Background: an optimization exercise with open tools, aiming at small area. Do not read the settings as production practice. The RTL was checked by simulation tests, not by an equivalence proof against the original design. Power and IR drop assume default switching activity.

==> inputs of try-umber <==
==> flow/design.v <==
module top (
	input clk, reset, button, button1, button2, button3,
	output [23:0] HDMI_TX_D,
	output HDMI_TX_VS,
	output HDMI_TX_HS,
	output HDMI_TX_DE,
	output HDMI_TX_CLK,
	input HDMI_TX_INT,
	input HDMI_I2C_SDA_I,
	output HDMI_I2C_SDA_O,
	output HDMI_I2C_SCL,
	output READY
	);
	wire [9:0] x, y;
	wire tick, pclk;
	wire [8:0] q1, q2;
	wire [9:0] x_ball;
	wire [8:0] yb;
	wire p1_win, p2_win, won;
	wire [2:0] rgb;
	clock_divider c1 (.clk(clk), .reset(reset), .tick(tick), .pclk(pclk));
	vgaHdmi vgaHdmi (
		.clock(clk), .reset(reset), .pixEn(pclk),
		.pixelH(x), .pixelV(y),
		.hsync(HDMI_TX_HS), .vsync(HDMI_TX_VS), .dataEnable(HDMI_TX_DE)
	);
	assign HDMI_TX_CLK = pclk;
	paddle p1 (.clk(clk), .tick(tick), .reset(reset),
		.button(button), .button1(button1), .button2(button2), .button3(button3),
		.q1(q1), .q2(q2));
	ball b1 (.clk(clk), .tick(tick), .reset(reset), .won(won),
		.q1(q1), .q2(q2), .x_ball(x_ball), .yb(yb),
		.p1_win(p1_win), .p2_win(p2_win));
	game_state gs1 (.clk(clk), .reset(reset), .p1_win(p1_win), .p2_win(p2_win), .won(won));
	render r1 (.clk(clk), .reset(reset), .x(x), .y(y), .x_ball(x_ball), .yb(yb),
		.q1(q1), .q2(q2), .won(won), .p1_win(p1_win), .rgb(rgb));
	wire de = HDMI_TX_DE;
	assign HDMI_TX_D = {{8{de & rgb[2]}}, {8{de & rgb[1]}}, {8{de & rgb[0]}}};
	I2C_HDMI_Config I2C_HDMI_Config (
		.iCLK(clk), .iRST_N(reset), .pclk(pclk),
		.I2C_SCLK(HDMI_I2C_SCL), .I2C_SDAO(HDMI_I2C_SDA_O), .I2C_SDAI(HDMI_I2C_SDA_I),
		.HDMI_TX_INT(HDMI_TX_INT), .READY(READY)
	);
endmodule
module vgaHdmi(
  input clock, reset,
  input pixEn,
  output reg [9:0] pixelH, pixelV,
  output hsync, vsync,
  output dataEnable
);
wire h0   = (pixelH == 10'd0);
wire h1   = (pixelH == 10'd1);
wire hEnd = pixelH[9] & pixelH[8] & (&pixelH[4:0]);    
wire vEnd = pixelV[9] & pixelV[3] & pixelV[2];         
always @(posedge clock) begin
  if (!reset) begin
    pixelH <= 10'd0;
    pixelV <= 10'd0;
  end else if (pixEn) begin
    pixelH <= hEnd ? 10'd0 : pixelH + 10'd1;
    if (h0) pixelV <= vEnd ? 10'd0 : pixelV + 10'd1;
  end
end
assign hsync = !(pixelH >= 10'd658 && pixelH <= 10'd753);
assign vsync = h1 ? !(pixelV == 10'd492 || pixelV == 10'd493)
                  : !(pixelV == 10'd491 || pixelV == 10'd492);
assign dataEnable = (pixelH != 10'd0) && (pixelH <= 10'd640) &&
                    (h1 ? (pixelV != 10'd0 && pixelV <= 10'd480) : (pixelV < 10'd480));
endmodule
module render(
	input clk, reset,
	input [9:0] x, y,
	input [9:0] x_ball,
	input [8:0] yb, q1, q2,
	input won, p1_win,
	output reg [2:0] rgb
	);
	wire xp1 = (x >= 10'd20)  && (x <= 10'd36);
	wire xp2 = (x >= 10'd604) && (x <= 10'd620);
	wire [8:0]  qr = x[9] ? q2 : q1;
	wire [10:0] dp = {1'b0, y} - {2'b0, qr};
	wire pon = !dp[10] && (dp < 11'd80);
	wire p1on = xp1 && pon;
	wire p2on = xp2 && pon;
	wire [10:0] dbx = {1'b0, x} - {1'b0, x_ball} + 11'd8;      
	wire [10:0] dby = {1'b0, y} - {2'b0, yb} - 11'd1;          
	wire bon = (x_ball >= 10'd8) && (dbx <= 11'd16) && (dby <= 11'd16);
	always @(posedge clk)
		if (!reset) rgb <= 3'b000;
		else if (won) rgb <= {p1_win, 1'b0, ~p1_win};
		else rgb <= {p1on | (bon & ~p2on), bon & ~p1on & ~p2on, p2on | (bon & ~p1on)};
endmodule
module clock_divider(
    input clk, reset,
    output tick,
    output pclk
    );
    reg [7:0] cnt;
    assign tick = (cnt == 8'd127);
    assign pclk = cnt[0];
    always @(posedge clk)
        if (!reset) cnt <= 8'd0;
        else        cnt <= cnt + 8'd1;
endmodule
module ball(
	input clk, tick, reset, won,
	input [8:0] q1, q2,
	output reg [9:0] x_ball,
	output reg [8:0] yb,
	output p1_win, p2_win
	);
	reg xneg;             
	reg yup;              
	reg [2:0] s1, s2;
	assign p1_win = s1[2] & ~s1[1];
	assign p2_win = s2[2] & ~s2[1];
	wire ytop  = (yb == 9'd0);                                
	wire ybot  = yb[8] & yb[7] & yb[6] & yb[3] & yb[2] & yb[1];  
	wire xr    = x_ball[9] & x_ball[6] & x_ball[5] & x_ball[4] & x_ball[3];  
	wire xl    = (x_ball == 10'd0);
	wire zone  = (x_ball < 10'd36) || (x_ball > 10'd604);
	wire [8:0]  qc = x_ball[9] ? q2 : q1;
	wire [9:0]  dyq = {1'b0, yb} + 10'd8 - {1'b0, qc};
	wire coll  = zone && (dyq <= 10'd78);
	wire yup1  = yup ^ ytop ^ ybot;
	wire xneg1 = xneg ^ coll;
	always @(posedge clk)
	begin
		if (!reset) begin
			x_ball <= 10'd320;
			yb <= 9'd231;
			xneg <= 1'b0;
			yup <= 1'b1;
			s1 <= 3'b000;
			s2 <= 3'b000;
		end else if (tick && !won) begin
			if (xr || xl) begin
				x_ball <= 10'd320;
				yb <= 9'd231;
				yup <= ~yup1;
				xneg <= ~xneg1;
				if (xr) s1 <= {s1[1:0], ~s1[2]};
				else    s2 <= {s2[1:0], ~s2[2]};
			end else begin
				x_ball <= xneg1 ? x_ball - 10'd1 : x_ball + 10'd1;
				yb <= yup1 ? yb - 9'd1 : yb + 9'd1;
				yup <= yup1;
				xneg <= xneg1;
			end
		end
	end
endmodule
module paddle(
	input clk, tick, reset,
	input button, button1, button2, button3,
	output reg [8:0] q1, q2
	);
	wire top1 = (q1 == 9'd0);
	wire bot1 = q1[8] & q1[7] & q1[4];    
	wire top2 = (q2 == 9'd0);
	wire bot2 = q2[8] & q2[7] & q2[4];
	always @(posedge clk)
		if (!reset) q1 <= 9'd200;
		else if (tick && !button && !top1) q1 <= q1 - 9'd1;
		else if (tick && !button1 && !bot1) q1 <= q1 + 9'd1;
	always @(posedge clk)
		if (!reset) q2 <= 9'd200;
		else if (tick && !button2 && !top2) q2 <= q2 - 9'd1;
		else if (tick && !button3 && !bot2) q2 <= q2 + 9'd1;
endmodule
module game_state(
	input clk, reset,
	input p1_win, p2_win,
	output reg won
	);
	always @(posedge clk)
		if (!reset) won <= 1'b0;
		else        won <= p1_win | p2_win;
endmodule
module I2C_HDMI_Config (
	input  iCLK,
	input  iRST_N,
	input  pclk,             
	output I2C_SCLK,
	output I2C_SDAO,
	input  I2C_SDAI,
	input  HDMI_TX_INT,
	output reg READY
	);
	reg  [6:0] div;
	wire divEnd = div[6] & div[5] & div[2];       
	wire EN = (div == 7'd50) && !pclk;
	always @(posedge iCLK)
		if (!iRST_N) div <= 7'd0;
		else if (pclk) div <= divEnd ? 7'd0 : div + 7'd1;
	reg [1:0] st;             
	reg [4:0] idx;
	wire      done = &idx;    
	wire      mEND, mACK;
	wire      GO = (st == 2'd1);
	always @(posedge iCLK)
	begin
		if (!iRST_N) begin
			READY <= 1'b0;
			idx   <= 5'd0;
			st    <= 2'd0;
		end else if (EN) begin
			if (!done) begin
				READY <= 1'b0;
				case (st)
				2'd0: st <= 2'd1;
				2'd1: if (mEND) st <= mACK ? 2'd0 : 2'd2;
				default: begin
					idx <= idx + 5'd1;
					st  <= 2'd0;
				end
				endcase
			end else begin
				READY <= 1'b1;
				if (!HDMI_TX_INT) idx <= 5'd0;
			end
		end
	end
	I2C_Controller u0 (
		.CLOCK(iCLK), .EN(EN), .RESET(iRST_N),
		.GO(GO), .IDX(idx), .LAST(st == 2'd0),
		.I2C_SDAI(I2C_SDAI), .I2C_SDAO(I2C_SDAO), .I2C_SCLK(I2C_SCLK),
		.END(mEND), .ACK(mACK)
	);
endmodule
module I2C_Controller (
	input  CLOCK,
	input  EN,
	input  RESET,
	input  GO,
	input  [4:0] IDX,
	input  LAST,
	input  I2C_SDAI,
	output I2C_SDAO,
	output I2C_SCLK,
	output END,
	output ACK
);
	wire       hi, cap;
	wire [2:0] bitn;
	reg        capLast;
	reg [15:0] d;
	always @(posedge CLOCK)
		if (cap) capLast <= LAST;
	always @* begin
		case ({IDX[4:1] | {4{capLast}}, IDX[0]})
		5'd0 : d = 16'h9803;
		5'd1 : d = 16'h0100;
		5'd2 : d = 16'h0218;
		5'd3 : d = 16'h0300;
		5'd4 : d = 16'h1470;
		5'd5 : d = 16'h1520;
		5'd6 : d = 16'h1630;
		5'd7 : d = 16'h1846;
		5'd8 : d = 16'h4080;
		5'd9 : d = 16'h4110;
		5'd10: d = 16'h49A8;
		5'd11: d = 16'h5510;
		5'd12: d = 16'h5608;
		5'd13: d = 16'h96F6;
		5'd14: d = 16'h7307;
		5'd15: d = 16'h761f;
		5'd16: d = 16'h9803;
		5'd17: d = 16'h9902;
		5'd18: d = 16'h9ae0;
		5'd19: d = 16'h9c30;
		5'd20: d = 16'h9d61;
		5'd21: d = 16'ha2a4;
		5'd22: d = 16'ha3a4;
		5'd23: d = 16'ha504;
		5'd24: d = 16'hab40;
		5'd25: d = 16'haf16;
		5'd26: d = 16'hba60;
		5'd27: d = 16'hd1ff;
		5'd28: d = 16'hde10;
		5'd29: d = 16'he460;
		5'd30: d = 16'hfa7d;
		default: d = 16'hfa7d;    
		endcase
	end
	wire [7:0] byteData = hi ? d[15:8] : d[7:0];
	I2C_WRITE_WDATA wrd (
		.RESET_N(RESET), .PT_CK(CLOCK), .EN(EN), .GO(GO),
		.DBIT(byteData[bitn]), .BITN(bitn), .HI(hi), .CAP(cap),
		.SDAI(I2C_SDAI), .SDAO(I2C_SDAO), .SCLO(I2C_SCLK),
		.END_OK(END), .ACK_OK(ACK)
	);
endmodule
module I2C_WRITE_WDATA (
	input            RESET_N,
	input            PT_CK,
	input            EN,
	input            GO,
	input            DBIT,
	output     [2:0] BITN,
	output           HI,
	output           CAP,
	input            SDAI,
	output reg       SDAO,
	output reg       SCLO,
	output           END_OK,
	output reg       ACK_OK
);
	localparam S0 = 4'd0, S1 = 4'd1, S2 = 4'd2, S3 = 4'd3, S4 = 4'd4,
	           S5 = 4'd5, S6 = 4'd6, S7 = 4'd7, S8 = 4'd8, S9 = 4'd9,
	           S30 = 4'd10, S31 = 4'd11;
	reg [3:0] ST;
	reg [3:0] CNT;       
	reg [1:0] BYTE;      
	assign END_OK = (ST == S0) || (ST == S30) || (ST == S31);
	assign BITN = ~CNT[2:0];      
	assign HI   = ~BYTE[1];
	wire   cnt9 = CNT[3] & CNT[0];
	assign CAP  = EN && (ST == S5) && cnt9 && !BYTE[1];
	wire addrBit = (CNT[2:0] == 3'd1) || (CNT[2:0] == 3'd2) ||
	               (CNT[2:0] == 3'd3) || (CNT[2:0] == 3'd6);    
	wire txBit = CNT[3] ? 1'b1 : (BYTE == 2'd0) ? addrBit : DBIT;
	always @(posedge PT_CK) begin
		if (!RESET_N) begin
			ST     <= S0;
			SDAO   <= 1'b1;
			SCLO   <= 1'b1;
			ACK_OK <= 1'b0;
			CNT    <= 4'd0;
			BYTE   <= 2'd0;
		end else if (EN) begin
			case (ST)
			S0: begin
				SDAO <= 1'b1; SCLO <= 1'b1; ACK_OK <= 1'b0;
				CNT <= 4'd0; BYTE <= 2'd0;
				if (GO) ST <= S30;
			end
			S1: begin ST <= S2; SDAO <= 1'b0; SCLO <= 1'b1; end
			S2: begin ST <= S3; SDAO <= 1'b0; SCLO <= 1'b0; end
			S3: begin ST <= S4; SDAO <= txBit; end
			S4: begin ST <= S5; SCLO <= 1'b1; CNT <= CNT + 4'd1; end
			S5: begin
				SCLO <= 1'b0;
				if (cnt9) begin
					if (BYTE[1]) ST <= S6;
					else begin
						CNT <= 4'd0;
						ST <= S2;
						BYTE <= BYTE + 2'd1;
					end
					if (SDAI) ACK_OK <= 1'b1;
				end else ST <= S2;
			end
			S6: begin ST <= S7; SDAO <= 1'b0; SCLO <= 1'b0; end
			S7: begin ST <= S8; SDAO <= 1'b0; SCLO <= 1'b1; end
			S8: begin ST <= S9; SDAO <= 1'b1; SCLO <= 1'b1; end
			S9: begin
				ST <= S30; SDAO <= 1'b1; SCLO <= 1'b1;
				CNT <= 4'd0; BYTE <= 2'd0;
			end
			S30: if (!GO) ST <= S31;
			S31: begin ACK_OK <= 1'b0; ST <= S1; end
			default: ;
			endcase
		end
	end
endmodule
==> flow/run.sh <==
#!/bin/bash
# synth_recipe.tcl (not shown) runs the flow's synth.tcl, then flattens the netlist and writes it again
# the make line also repeats each setting of config.mk as NAME=value (left out here)
make -C /OpenROAD-flow-scripts/flow DESIGN_CONFIG=/design/flow/config.mk WORK_HOME=/design/flow/orfs CLKGATE_MAP_FILE= SYNTH_SCRIPT=/design/flow/synth_recipe.tcl finish
==> flow/config.mk <==
export PLATFORM = sky130hd
export DESIGN_NAME = top
export DESIGN_NICKNAME = top
export VERILOG_FILES = /design/flow/design.v
export SDC_FILE = /design/flow/constraint.sdc
export NUM_CORES = 4
export LEC_CHECK = 0
export CAP_MARGIN = 20
export CORE_MARGIN = 2
export CORE_UTILIZATION = 40
export SLEW_MARGIN = 20
==> flow/constraint.sdc <==
create_clock -name core_clock -period 10.0 [get_ports {clk}]
set_input_delay 2.0000 -clock core_clock [delete_from_list [all_inputs] [get_ports {clk}]]
set_output_delay 2.0000 -clock core_clock [all_outputs]
set_load 0.01 [all_outputs]
==> try-delta: changes against try-umber <==
--- a/flow/design.v
+++ b/flow/design.v
@@ -20,3 +20,4 @@
 	wire [2:0] rgb;
-	clock_divider c1 (.clk(clk), .reset(reset), .tick(tick), .pclk(pclk));
+	wire lineEnd;
+	clock_divider c1 (.clk(clk), .reset(reset), .pixelH(x[6:0]), .lineEnd(lineEnd), .tick(tick), .pclk(pclk));
 	vgaHdmi vgaHdmi (
@@ -24,3 +25,3 @@
 		.pixelH(x), .pixelV(y),
-		.hsync(HDMI_TX_HS), .vsync(HDMI_TX_VS), .dataEnable(HDMI_TX_DE)
+		.hsync(HDMI_TX_HS), .vsync(HDMI_TX_VS), .dataEnable(HDMI_TX_DE), .lineEnd(lineEnd)
 	);
@@ -49,5 +50,16 @@
   output hsync, vsync,
-  output dataEnable
+  output dataEnable,
+  output lineEnd
 );
-wire h0   = (pixelH == 10'd0);
+function ge10(input [9:0] a, input [9:0] b);
+  integer i;
+  reg c;
+  begin
+    c = 1'b1;
+    for (i = 0; i < 10; i = i + 1)
+      c = (a[i] & ~b[i]) | ((a[i] | ~b[i]) & c);
+    ge10 = c;
+  end
+endfunction
+wire h0   = ~|pixelH;
 wire h1   = (pixelH == 10'd1);
@@ -55,2 +67,12 @@
 wire vEnd = pixelV[9] & pixelV[3] & pixelV[2];         
+assign lineEnd = pixEn & hEnd;
+wire [10:0] th;
+wire [10:0] tv;
+assign th[0] = 1'b1;
+assign tv[0] = 1'b1;
+genvar i;
+generate for (i = 0; i < 10; i = i + 1) begin : g
+  assign th[i+1] = th[i] & pixelH[i];
+  assign tv[i+1] = tv[i] & pixelV[i];
+end endgenerate
 always @(posedge clock) begin
@@ -60,11 +82,11 @@
   end else if (pixEn) begin
-    pixelH <= hEnd ? 10'd0 : pixelH + 10'd1;
-    if (h0) pixelV <= vEnd ? 10'd0 : pixelV + 10'd1;
+    pixelH <= hEnd ? 10'd0 : pixelH ^ th[9:0];
+    if (h0) pixelV <= vEnd ? 10'd0 : pixelV ^ tv[9:0];
   end
 end
-assign hsync = !(pixelH >= 10'd658 && pixelH <= 10'd753);
+assign hsync = !(ge10(pixelH, 10'd658) && !ge10(pixelH, 10'd754));
 assign vsync = h1 ? !(pixelV == 10'd492 || pixelV == 10'd493)
                   : !(pixelV == 10'd491 || pixelV == 10'd492);
-assign dataEnable = (pixelH != 10'd0) && (pixelH <= 10'd640) &&
-                    (h1 ? (pixelV != 10'd0 && pixelV <= 10'd480) : (pixelV < 10'd480));
+assign dataEnable = !h0 && !ge10(pixelH, 10'd641) &&
+                    (h1 ? (pixelV != 10'd0 && !ge10(pixelV, 10'd481)) : !ge10(pixelV, 10'd480));
 endmodule
@@ -78,15 +100,37 @@
 	);
-	wire xp1 = (x >= 10'd20)  && (x <= 10'd36);
-	wire xp2 = (x >= 10'd604) && (x <= 10'd620);
+	function ge10(input [9:0] a, input [9:0] b);
+		integer i;
+		reg c;
+		begin
+			c = 1'b1;
+			for (i = 0; i < 10; i = i + 1)
+				c = (a[i] & ~b[i]) | ((a[i] | ~b[i]) & c);
+			ge10 = c;
+		end
+	endfunction
+	function [10:0] sub11(input [10:0] a, input [10:0] b, input cin);
+		integer i;
+		reg c;
+		begin
+			c = cin;
+			for (i = 0; i < 11; i = i + 1) begin
+				sub11[i] = a[i] ^ ~b[i] ^ c;
+				c = (a[i] & ~b[i]) | ((a[i] | ~b[i]) & c);
+			end
+		end
+	endfunction
+	wire xp1 = ge10(x, 10'd20)  && !ge10(x, 10'd37);
+	wire xp2 = ge10(x, 10'd604) && !ge10(x, 10'd621);
 	wire [8:0]  qr = x[9] ? q2 : q1;
-	wire [10:0] dp = {1'b0, y} - {2'b0, qr};
-	wire pon = !dp[10] && (dp < 11'd80);
+	wire [10:0] dp = sub11({1'b0, y}, {2'b0, qr}, 1'b1);           
+	wire pon = !dp[10] && !dp[9] && !dp[8] && !dp[7] && !(dp[6] && (dp[5] || dp[4]));   
 	wire p1on = xp1 && pon;
 	wire p2on = xp2 && pon;
-	wire [10:0] dbx = {1'b0, x} - {1'b0, x_ball} + 11'd8;      
-	wire [10:0] dby = {1'b0, y} - {2'b0, yb} - 11'd1;          
-	wire bon = (x_ball >= 10'd8) && (dbx <= 11'd16) && (dby <= 11'd16);
+	wire [10:0] dbx = sub11({1'b0, x}, {1'b0, x_ball}, 1'b1);      
+	wire [10:0] dby = sub11({1'b0, y}, {2'b0, yb}, 1'b0);          
+	wire bx  = (&dbx[10:3]) || (~|dbx[10:4] && (!dbx[3] || ~|dbx[2:0]));
+	wire by  = ~|dby[10:5] && (!dby[4] || ~|dby[3:0]);
+	wire bon = ge10(x_ball, 10'd8) && bx && by;
 	always @(posedge clk)
-		if (!reset) rgb <= 3'b000;
-		else if (won) rgb <= {p1_win, 1'b0, ~p1_win};
+		if (won) rgb <= {p1_win, 1'b0, ~p1_win};
 		else rgb <= {p1on | (bon & ~p2on), bon & ~p1on & ~p2on, p2on | (bon & ~p1on)};
@@ -95,11 +139,17 @@
     input clk, reset,
+    input [6:0] pixelH,
+    input lineEnd,            
     output tick,
-    output pclk
+    output reg pclk
     );
-    reg [7:0] cnt;
-    assign tick = (cnt == 8'd127);
-    assign pclk = cnt[0];
+    reg [1:0] kline;
+    assign tick = pclk && (&pixelH[4:0]) && (pixelH[6:5] == kline);
     always @(posedge clk)
-        if (!reset) cnt <= 8'd0;
-        else        cnt <= cnt + 8'd1;
+        if (!reset) begin
+            pclk  <= 1'b0;
+            kline <= 2'd1;
+        end else begin
+            pclk  <= ~pclk;
+            if (lineEnd) kline <= {kline[1] ^ ~kline[0], ~kline[0]};
+        end
 endmodule
@@ -112,2 +162,23 @@
 	);
+	function ge10(input [9:0] a, input [9:0] b);
+		integer i;
+		reg c;
+		begin
+			c = 1'b1;
+			for (i = 0; i < 10; i = i + 1)
+				c = (a[i] & ~b[i]) | ((a[i] | ~b[i]) & c);
+			ge10 = c;
+		end
+	endfunction
+	function [9:0] sub10(input [9:0] a, input [9:0] b);
+		integer i;
+		reg c;
+		begin
+			c = 1'b1;
+			for (i = 0; i < 10; i = i + 1) begin
+				sub10[i] = a[i] ^ ~b[i] ^ c;
+				c = (a[i] & ~b[i]) | ((a[i] | ~b[i]) & c);
+			end
+		end
+	endfunction
 	reg xneg;             
@@ -117,12 +188,24 @@
 	assign p2_win = s2[2] & ~s2[1];
-	wire ytop  = (yb == 9'd0);                                
+	wire ytop  = ~|yb;                                           
 	wire ybot  = yb[8] & yb[7] & yb[6] & yb[3] & yb[2] & yb[1];  
 	wire xr    = x_ball[9] & x_ball[6] & x_ball[5] & x_ball[4] & x_ball[3];  
-	wire xl    = (x_ball == 10'd0);
-	wire zone  = (x_ball < 10'd36) || (x_ball > 10'd604);
-	wire [8:0]  qc = x_ball[9] ? q2 : q1;
-	wire [9:0]  dyq = {1'b0, yb} + 10'd8 - {1'b0, qc};
-	wire coll  = zone && (dyq <= 10'd78);
+	wire xl    = ~|x_ball;
+	wire zone  = !ge10(x_ball, 10'd36) || ge10(x_ball, 10'd605);
+	wire [8:0] qc = x_ball[9] ? q2 : q1;
+	wire [9:0] dyq = sub10({1'b0, yb}, {1'b0, qc});
+	wire coll  = zone && ((dyq[9] && (&dyq[8:3])) ||
+	                      (!dyq[9] && !ge10(dyq, 10'd71)));
 	wire yup1  = yup ^ ytop ^ ybot;
 	wire xneg1 = xneg ^ coll;
+	wire [10:0] tx;
+	wire [9:0]  ty;
+	assign tx[0] = 1'b1;
+	assign ty[0] = 1'b1;
+	genvar i;
+	generate for (i = 0; i < 10; i = i + 1) begin : gx
+		assign tx[i+1] = tx[i] & (x_ball[i] ^ xneg1);
+	end
+	for (i = 0; i < 9; i = i + 1) begin : gy
+		assign ty[i+1] = ty[i] & (yb[i] ^ yup1);
+	end endgenerate
 	always @(posedge clk)
@@ -145,4 +228,4 @@
 			end else begin
-				x_ball <= xneg1 ? x_ball - 10'd1 : x_ball + 10'd1;
-				yb <= yup1 ? yb - 9'd1 : yb + 9'd1;
+				x_ball <= x_ball ^ tx[9:0];
+				yb <= yb ^ ty[8:0];
 				yup <= yup1;
@@ -162,10 +245,20 @@
 	wire bot2 = q2[8] & q2[7] & q2[4];
+	wire dec1 = tick && !button && !top1;
+	wire inc1 = tick && !(!button && !top1) && !button1 && !bot1;
+	wire dec2 = tick && !button2 && !top2;
+	wire inc2 = tick && !(!button2 && !top2) && !button3 && !bot2;
+	wire [9:0] t1, t2;
+	assign t1[0] = dec1 | inc1;
+	assign t2[0] = dec2 | inc2;
+	genvar i;
+	generate for (i = 0; i < 9; i = i + 1) begin : g
+		assign t1[i+1] = t1[i] & (q1[i] ^ dec1);
+		assign t2[i+1] = t2[i] & (q2[i] ^ dec2);
+	end endgenerate
 	always @(posedge clk)
 		if (!reset) q1 <= 9'd200;
-		else if (tick && !button && !top1) q1 <= q1 - 9'd1;
-		else if (tick && !button1 && !bot1) q1 <= q1 + 9'd1;
+		else        q1 <= q1 ^ t1[8:0];
 	always @(posedge clk)
 		if (!reset) q2 <= 9'd200;
-		else if (tick && !button2 && !top2) q2 <= q2 - 9'd1;
-		else if (tick && !button3 && !bot2) q2 <= q2 + 9'd1;
+		else        q2 <= q2 ^ t2[8:0];
 endmodule
@@ -195,3 +288,3 @@
 		if (!iRST_N) div <= 7'd0;
-		else if (pclk) div <= divEnd ? 7'd0 : div + 7'd1;
+		else if (pclk) div <= divEnd ? 7'd0 : div ^ {&div[5:0], &div[4:0], &div[3:0], &div[2:0], &div[1:0], div[0], 1'b1};
 	reg [1:0] st;             
@@ -214,3 +307,3 @@
 				default: begin
-					idx <= idx + 5'd1;
+					idx <= idx ^ {&idx[3:0], &idx[2:0], &idx[1:0], idx[0], 1'b1};
 					st  <= 2'd0;
@@ -341,3 +434,3 @@
 			S3: begin ST <= S4; SDAO <= txBit; end
-			S4: begin ST <= S5; SCLO <= 1'b1; CNT <= CNT + 4'd1; end
+			S4: begin ST <= S5; SCLO <= 1'b1; CNT <= CNT ^ {&CNT[2:0], &CNT[1:0], CNT[0], 1'b1}; end
 			S5: begin
@@ -349,3 +442,3 @@
 						ST <= S2;
-						BYTE <= BYTE + 2'd1;
+						BYTE <= {BYTE[0], ~BYTE[0]};    
 					end
--- a/flow/config.mk
+++ b/flow/config.mk
@@ -9,3 +9,3 @@
 export CORE_MARGIN = 2
-export CORE_UTILIZATION = 40
+export CORE_UTILIZATION = 70
 export SLEW_MARGIN = 20
==> notes.md <==
                                                                              try-delta              try-umber
Run status                                                     timing/DRC/antenna clean  timing/DRC/antenna clean
Most Frequent Cell on Critical Path                                                fa_1                   ha_1
Part of the cycle the worst path needs                                            62.5%                  59.8%
CTS clk-pin slew, worst paths                                                   0.08 ns                0.07 ns
Hold_ws                                                                        0.456 ns               0.458 ns
WP depth                                                                             20                     21
Hold path startpoint                                 I2C_HDMI_Config.READY$_SDFFE_PN0P_  b1.s1[0]$_SDFFE_PN0P_
Met2 wire len                                                                   9680 µm               10300 µm
Number of placed cells counting well taps                                          1088                   1456
Area share of the largest cell type after synthesis                               24.7%                  22.6%
Post-layout net count                                                              1034                   1301
Die Ht                                                                           112 µm                 156 µm
Data required time of the critical path                                        10.30 ns               10.21 ns
Fraction of power consumed by combinational cells                                  5.2%                   9.1%
Wire length per cell after detailed routing                                     18.4 µm                15.3 µm
Power Density                                                               97.4 mW/mm²            89.0 mW/mm²
CTS sink cnt                                                                        101                    106
First-pass detailed-route iteration total                                             7                      5
Final setup skew                                                              0.0108 ns              0.0104 ns
Leakage power                                                                   3.09 nW                3.91 nW
Clk pwr                                                                      0.000384 W             0.000376 W
Buffering overhead                                                                4.70%                  4.53%
Number of library cell types mapped by synthesis                                     86                     82

==> port drivers added, routing unchanged <==
No port has a modelled driver above. Below, the same layouts with a new extraction and two added sets of constraints.
Step 1 assumes that a clkbuf_16 drives the clock port and a buf_2 every other input.
Step 2 also shifts input and output timing later by t, the mid clock arrival at the registers, as if the neighbouring blocks saw the same clock.
Slacks: ideal ports / drivers / drivers and shift; pairs: ideal ports / drivers.
| run | t, ns | setup WS [ns] | hold WS [ns] | pins driven straight from the clock port |
|---|---|---|---|---|
| try-umber | 0.398 | 4.016 / 4.016 / 4.016 | 0.458 / 0.458 / 0.458 | 1 |
| try-delta | 0.407 | 3.747 / 3.747 / 3.747 | 0.456 / 0.456 / 0.456 | 1 |
After both steps every run listed still meets setup and hold.
